This design comes from an exercise in tuning for small area on the open sky130 flow, not from production work. The RTL was checked by simulation tests, not by an equivalence proof against the original design. Power figures rest on the tool's default switching activity, not on a simulated workload.

==> inputs of v34 <==
Design router11, start of the top module:
module router11#(
  parameter DEPTH=4,
  parameter WIDTH=2,
  parameter DATASIZE=40   
  )(
	input 	wire	clk,
	input 	wire	rst_n,
  output  wire  full,
	input	wire	[DATASIZE-1:0]	L_data_in,
	input	wire	[DATASIZE-1:0]	W_data_in,
	input	wire	[DATASIZE-1:0]	N_data_in,
	input	wire	[DATASIZE-1:0]	E_data_in,
	input	wire	[DATASIZE-1:0]	S_data_in,
	output	wire	[DATASIZE-1:0]	L_data_out,
	output	wire	[DATASIZE-1:0]	W_data_out,
	output	wire	[DATASIZE-1:0]	N_data_out,
	output	wire	[DATASIZE-1:0]	E_data_out,
	output	wire	[DATASIZE-1:0]	S_data_out,
	input	wire	L_valid_in,
	input	wire	W_valid_in,
	input	wire	N_valid_in,
	input	wire	E_valid_in,
	input	wire	S_valid_in,
	output	wire	L_valid_out,
	output	wire	W_valid_out,
	output	wire	N_valid_out,
	output	wire	E_valid_out,
	output	wire	S_valid_out,
	input	wire[WIDTH:0]	W_prussure_in,
	input	wire[WIDTH:0]	N_prussure_in,
	input	wire[WIDTH:0]	E_prussure_in,
	input	wire[WIDTH:0]	S_prussure_in,
	output	wire[WIDTH:0]	W_prussure_out,
	output	wire[WIDTH:0]	N_prussure_out,
	output	wire[WIDTH:0]	E_prussure_out,
	output	wire[WIDTH:0]	S_prussure_out,
  output  wire[WIDTH:0] L_prussure_out,
	input	wire	W_full_in,
	input	wire	N_full_in,
	input	wire	E_full_in,
	input	wire	S_full_in,
	output	wire	W_full_out,
	output	wire	N_full_out,
	output	wire	E_full_out,
	output	wire	S_full_out
);
  wire	[DATASIZE-1:0]  L_data_out_fifo;
  wire	[DATASIZE-1:0]  W_data_out_fifo;
  wire	[DATASIZE-1:0]  N_data_out_fifo;
  wire	[DATASIZE-1:0]  E_data_out_fifo;
  wire	[DATASIZE-1:0]  S_data_out_fifo;
  wire	L_valid_out_fifo;
  wire	W_valid_out_fifo;
  wire	N_valid_out_fifo;
  wire	E_valid_out_fifo;
  wire	S_valid_out_fifo;
  wire  L_ready;
  wire  W_ready;
  wire  N_ready;
  wire  E_ready;
  wire  S_ready;
  fifo_11	#(
      .DEPTH(DEPTH),
      .WIDTH(WIDTH),
      .DATASIZE(DATASIZE)
      ) fifo(
  		.N_data_out(N_data_out_fifo),
  		.N_valid_out(N_valid_out_fifo),
  		.N_full_out(N_full_out),
  		.N_pressure_out(N_prussure_out),
  		.N_data_in(N_data_in),
  		.N_valid_in(N_valid_in),
  ...
make LEC_CHECK=0 CAP_MARGIN=20 CELL_PAD_IN_SITES_DETAIL_PLACEMENT=1 CELL_PAD_IN_SITES_GLOBAL_PLACEMENT=2 CORE_MARGIN=2 CORE_UTILIZATION=35 PLACE_DENSITY=0.45 SLEW_MARGIN=20 finish   # period 5.0 ns
run.sh (not shown) runs the stock make flow with config.mk's settings and CLKGATE_MAP_FILE= SYNTH_SCRIPT=/design/flow/synth_recipe.tcl, a recipe that flattens the netlist after the stock synthesis.
==> inputs of v32, as changes to v34 <==
--- a/flow/design.v
+++ b/flow/design.v
@@ -109,45 +109,32 @@
   parameter WIDTH = 3,
   parameter DATASIZE=40
   ) (
   input wire[DATASIZE-1:0] wdata,
   output reg full,
   input wire wr_en,
   input wire rd_en,
-  output reg[DATASIZE-1:0] rdata,
+  output wire[DATASIZE-1:0] rdata,
   output reg empty_n,
   output reg[WIDTH:0] count,  
   input wire fifo_clk,
   input wire rst_n
   );
   reg[DATASIZE-1:0] fifo[DEPTH-1:0];
   reg[WIDTH:0] r_ptr;
   reg[WIDTH:0] w_ptr;
   always@(posedge fifo_clk, negedge rst_n) begin
     if(!rst_n)
       r_ptr <= {(WIDTH+1){1'b0}};
     else if(empty_n && rd_en)
       r_ptr <= r_ptr+1'b1;
-    else
-      r_ptr <= r_ptr;
-  end    
-  always@(posedge fifo_clk, negedge rst_n) begin
-    if(!rst_n)
-      rdata <= 40'd0;
-     else if(rd_en && !wr_en && !empty_n)
-      rdata <= rdata;
-    else if(wr_en && ((rd_en && w_ptr == r_ptr + 1'b1) ||(!empty_n && w_ptr == r_ptr)))
-      rdata <= wdata;
-    else if(rd_en)
-      rdata <= fifo[r_ptr[WIDTH-1:0]+1'b1];
-    else
-      rdata <= rdata;
   end
+  assign rdata = fifo[r_ptr[WIDTH-1:0]];
   always@(posedge fifo_clk) begin
-    if(rst_n && !full && wr_en)
+    if(!full && wr_en)
       fifo[w_ptr[WIDTH-1:0]] <= wdata;
   end
   always@(posedge fifo_clk, negedge rst_n) begin
     if(!rst_n)
       w_ptr <= {(WIDTH+1){1'b0}};
     else if(!full & wr_en)
       w_ptr <= w_ptr+1'b1;
@@ -376,18 +363,16 @@
         if (E_pressure_in<=S_pressure_in)
           direction=4'b0010;
         else
           direction=4'b0001;
       default:direction=4'b1111;
       endcase
     end
-  always@(posedge rc_clk, negedge rst_n) begin
-    if(!rst_n)
-      data_out<=40'b0;
-    else if (rc_ready)
+  always@(posedge rc_clk) begin
+    if (rc_ready)
       data_out<=data_in;
     else
       data_out<=data_out;
   end
   always@(posedge rc_clk, negedge rst_n) begin
     if(!rst_n)
       direction_out<=4'b1111;
@@ -596,219 +581,58 @@
 	reg	S_port_valid;
 	assign 	 L_ready =  ~L_label_valid | L_arb_res[4] | (W_arb_res[4] & ~W_full)| (E_arb_res[4] & ~E_full)| (N_arb_res[4] & ~N_full)| (S_arb_res[4] & ~S_full);
 	assign 	 W_ready =  ~W_label_valid | L_arb_res[3] | (W_arb_res[3] & ~W_full)| (E_arb_res[3] & ~E_full)| (N_arb_res[3] & ~N_full)| (S_arb_res[3] & ~S_full);
 	assign 	 N_ready =  ~N_label_valid | L_arb_res[2] | (W_arb_res[2] & ~W_full)| (E_arb_res[2] & ~E_full)| (N_arb_res[2] & ~N_full)| (S_arb_res[2] & ~S_full);
 	assign 	 E_ready =  ~E_label_valid | L_arb_res[1] | (W_arb_res[1] & ~W_full)| (E_arb_res[1] & ~E_full)| (N_arb_res[1] & ~N_full)| (S_arb_res[1] & ~S_full);
 	assign 	 S_ready =  ~S_label_valid | L_arb_res[0] | (W_arb_res[0] & ~W_full)| (E_arb_res[0] & ~E_full)| (N_arb_res[0] & ~N_full)| (S_arb_res[0] & ~S_full);
 	always @(*) begin
-		case(L_arb_res)
-			5'b00001:begin
-				L_data_src = S_data_in;
-				L_port_valid = 1;
-			end
-			5'b00010:begin
-				L_data_src= E_data_in;
-				L_port_valid=1;
-			end
-			5'b00100:begin
-				L_data_src=N_data_in;
-				L_port_valid=1;
-			end
-			5'b01000:begin
-				L_data_src=W_data_in;
-				L_port_valid=1;
-			end
-			5'b10000:begin
-				L_data_src=L_data_in;
-				L_port_valid=1;
-			end
-			default:begin
-				L_data_src	=	'hdeadface;
-				L_port_valid=0;
-			end
-			endcase
+		L_data_src = ({DATASIZE{L_arb_res[0]}} & S_data_in) | ({DATASIZE{L_arb_res[1]}} & E_data_in) | ({DATASIZE{L_arb_res[2]}} & N_data_in) | ({DATASIZE{L_arb_res[3]}} & W_data_in) | ({DATASIZE{L_arb_res[4]}} & L_data_in);
+		L_port_valid = |L_arb_res;
+	end
+	always @(*) begin
+		W_data_src = ({DATASIZE{W_arb_res[0]}} & S_data_in) | ({DATASIZE{W_arb_res[1]}} & E_data_in) | ({DATASIZE{W_arb_res[2]}} & N_data_in) | ({DATASIZE{W_arb_res[3]}} & W_data_in) | ({DATASIZE{W_arb_res[4]}} & L_data_in);
+		W_port_valid = |W_arb_res;
+	end
+	always @(*) begin
+		N_data_src = ({DATASIZE{N_arb_res[0]}} & S_data_in) | ({DATASIZE{N_arb_res[1]}} & E_data_in) | ({DATASIZE{N_arb_res[2]}} & N_data_in) | ({DATASIZE{N_arb_res[3]}} & W_data_in) | ({DATASIZE{N_arb_res[4]}} & L_data_in);
+		N_port_valid = |N_arb_res;
+	end
+	always @(*) begin
+		E_data_src = ({DATASIZE{E_arb_res[0]}} & S_data_in) | ({DATASIZE{E_arb_res[1]}} & E_data_in) | ({DATASIZE{E_arb_res[2]}} & N_data_in) | ({DATASIZE{E_arb_res[3]}} & W_data_in) | ({DATASIZE{E_arb_res[4]}} & L_data_in);
+		E_port_valid = |E_arb_res;
+	end
+	always @(*) begin
+		S_data_src = ({DATASIZE{S_arb_res[0]}} & S_data_in) | ({DATASIZE{S_arb_res[1]}} & E_data_in) | ({DATASIZE{S_arb_res[2]}} & N_data_in) | ({DATASIZE{S_arb_res[3]}} & W_data_in) | ({DATASIZE{S_arb_res[4]}} & L_data_in);
+		S_port_valid = |S_arb_res;
+	end
+	always @(posedge clk or negedge rst_n) begin
+		if (!rst_n) L_data_valid <= 0;
+		else L_data_valid <= L_port_valid;
+	end
+	always @(posedge clk) L_data_out <= L_data_src;
+	always @(posedge clk or negedge rst_n) begin
+		if (!rst_n) W_data_valid <= 0;
+		else if (!W_full) W_data_valid <= W_port_valid;
 	end
-			always @(*) begin
-		case(W_arb_res)
-			5'b00001:begin
-				W_data_src=S_data_in;
-				W_port_valid=1;
-			end
-			5'b00010:begin
-				W_data_src=E_data_in;
-				W_port_valid=1;
-			end
-			5'b00100:begin
-				W_data_src=N_data_in;
-				W_port_valid=1;
-			end
-			5'b01000:begin
-				W_data_src=W_data_in;
-				W_port_valid=1;
-			end
-			5'b10000:begin
-				W_data_src=L_data_in;
-				W_port_valid=1;
-			end
-			default:begin
-				W_data_src=	'hdeadface;
-				W_port_valid=0;
-			end
-			endcase
+	always @(posedge clk) if (!W_full) W_data_out <= W_data_src;
+	always @(posedge clk or negedge rst_n) begin
+		if (!rst_n) E_data_valid <= 0;
+		else if (!E_full) E_data_valid <= E_port_valid;
 	end
-		always @(*) begin
-		case(N_arb_res)
-			5'b00001:begin
-				N_data_src=S_data_in;
-				N_port_valid=1;
-			end
-			5'b00010:begin
-				N_data_src=E_data_in;
-				N_port_valid=1;
-			end
-			5'b00100:begin
-				N_data_src=N_data_in;
-				N_port_valid=1;
-			end
-			5'b01000:begin
-				N_data_src=W_data_in;
-				N_port_valid=1;
-			end
-			5'b10000:begin
-				N_data_src=L_data_in;
-				N_port_valid=1;
-			end
-			default:begin
-				N_data_src= 'hdeadface;
-				N_port_valid=0;
-			end
-			endcase
+	always @(posedge clk) if (!E_full) E_data_out <= E_data_src;
+	always @(posedge clk or negedge rst_n) begin
+		if (!rst_n) N_data_valid <= 0;
+		else if (!N_full) N_data_valid <= N_port_valid;
 	end
-		always @(*) begin
-		case(E_arb_res)
-			5'b00001:begin
-				E_data_src=S_data_in;
-				E_port_valid=1;
-			end
-			5'b00010:begin
-				E_data_src=E_data_in;
-				E_port_valid=1;
-			end
-			5'b00100:begin
-				E_data_src=N_data_in;
-				E_port_valid=1;
-			end
-			5'b01000:begin
-				E_data_src=W_data_in;
-				E_port_valid=1;
-			end
-			5'b10000:begin
-				E_data_src=L_data_in;
-				E_port_valid=1;
-			end
-			default:begin
-				E_data_src=	'hdeadface;
-				E_port_valid=0;
-			end
-			endcase
+	always @(posedge clk) if (!N_full) N_data_out <= N_data_src;
+	always @(posedge clk or negedge rst_n) begin
+		if (!rst_n) S_data_valid <= 0;
+		else if (!S_full) S_data_valid <= S_port_valid;
 	end
-		always @(*) begin
-		case(S_arb_res)
-			5'b00001:begin
-				S_data_src=S_data_in;
-				S_port_valid=1;
-			end
-			5'b00010:begin
-				S_data_src=E_data_in;
-				S_port_valid=1;
-			end
-			5'b00100:begin
-				S_data_src=N_data_in;
-				S_port_valid=1;
-			end
-			5'b01000:begin
-				S_data_src=W_data_in;
-				S_port_valid=1;
-			end
-			5'b10000:begin
-				S_data_src=L_data_in;
-				S_port_valid=1;
-			end
-			default:begin
-				S_data_src=	'hdeadface;
-				S_port_valid=0;
-			end
-		endcase
-		end
-		always @(posedge clk or negedge rst_n) begin
-			if (!rst_n) begin
-					L_data_valid	<=		0;
-					L_data_out	<=		0;
-			end
-			else begin
-					L_data_valid	<=		L_port_valid;
-					L_data_out	<=		L_data_src;
-			end
-		end
-		always @(posedge clk or negedge rst_n) begin
-			if (!rst_n) begin
-					W_data_valid	<=		0;
-					W_data_out	<=		0;
-			end
-			else if(!W_full)begin
-					W_data_valid		<=		W_port_valid;
-					W_data_out			<=		W_data_src;
-			end
-			else begin
-					W_data_valid		<=		W_data_valid;
-					W_data_out			<=		W_data_out;
-			end
-		end
-		always @(posedge clk or negedge rst_n) begin
-			if (!rst_n) begin
-					E_data_valid	<=		0;
-					E_data_out	<=		0;
-			end
-			else if(!E_full)begin
-					E_data_valid		<=		E_port_valid;
-					E_data_out			<=		E_data_src;
-			end
-			else begin
-					E_data_valid		<=		E_data_valid;
-					E_data_out			<=		E_data_out;
-			end
-		end
-		always @(posedge clk or negedge rst_n) begin
-			if (!rst_n) begin
-					N_data_valid	<=		0;
-					N_data_out	<=		0;
-			end
-			else if(!N_full)begin
-					N_data_valid		<=		N_port_valid;
-					N_data_out			<=		N_data_src;
-			end
-			else begin
-					N_data_valid		<=		N_data_valid;
-					N_data_out			<=		N_data_out;
-			end
-		end
-		always @(posedge clk or negedge rst_n) begin
-			if (!rst_n) begin
-					S_data_valid	<=		0;
-					S_data_out	<=		0;
-			end
-			else if(!S_full)begin
-					S_data_valid		<=		S_port_valid;
-					S_data_out			<=		S_data_src;
-			end
-			else begin
-					S_data_valid		<=		S_data_valid;
-					S_data_out			<=		S_data_out;
-			end
-		end
+	always @(posedge clk) if (!S_full) S_data_out <= S_data_src;
 endmodule
 module	SA11#(
   parameter DEPTH=8,
   parameter WIDTH=3,
   parameter DATASIZE=40   
   )(
   	input	wire	clk,
==> qor summary <==
Status: v34 timing/DRC/antenna clean; v32 timing/DRC/antenna clean
Util after Layout: v34 42.7%; v32 43.1%
Pwr top: v34 combinational logic; v32 sequential cells
Required time of the critical path: v34 5.67 ns; v32 5.64 ns
Routed metal-1 wire length: v34 113000 um; v32 85800 um
Worst-Skew Late Latency: v34 0.83 ns; v32 0.79 ns
CP Depth: v34 8; v32 10
Synthesis-stage register bit count: v34 1530; v32 1330
Compound-Gate Fraction of Synth Area: v34 11.0%; v32 9.72%
Count of non-CTS buffers in the layout: v34 591; v32 536
Remaining max-slew budget at the tightest pin: v34 35.0%; v32 34.4%
First-pass GRT wire length: v34 376000 um; v32 284000 um
Clock sinks: v34 1530; v32 1330
Net count, final: v34 5307; v32 3823
Multi-input gate share of the layout cell area: v34 26.9%; v32 20.9%
Internal power summed over all cells: v34 38500 uW; v32 31600 uW
Cell row count: v34 158; v32 143
Average vias per placed instance: v34 5.79; v32 5.82
Clock buf count: v34 275; v32 206

separate check: timing with driven ports:
No port has a modelled driver above. Below, the same layouts with a new extraction and two added sets of constraints.
Step 1, drivers: a clkbuf_16 drives clk and a buf_2 each remaining input, both assumed.
Step 2 moves the port delays by t, midway between the first and last clock arrival at a register: inputs arrive t later, outputs are due t later. That takes back most of the time a late clock gives input paths.
Three values: ideal, step 1, step 2; two values: the first two.
run | shift t [ns] | setup slack, ns | hold slack, ns | worst setup path at the end | worst slew at a driven data input, ns
v34 | 0.917 | 1.094 / 1.094 / 0.837 | 0.154 / 0.109 / 0.463 | input to register | 0.14
v32 | 0.857 | 0.903 / 0.903 / 0.393 | 0.187 / 0.158 / 0.481 | input to register | 0.12
After both steps every run listed still meets setup and hold. The setup slack of v32, which loses most, moves by 0.000 ns with the drivers and by -0.510 ns with both steps.
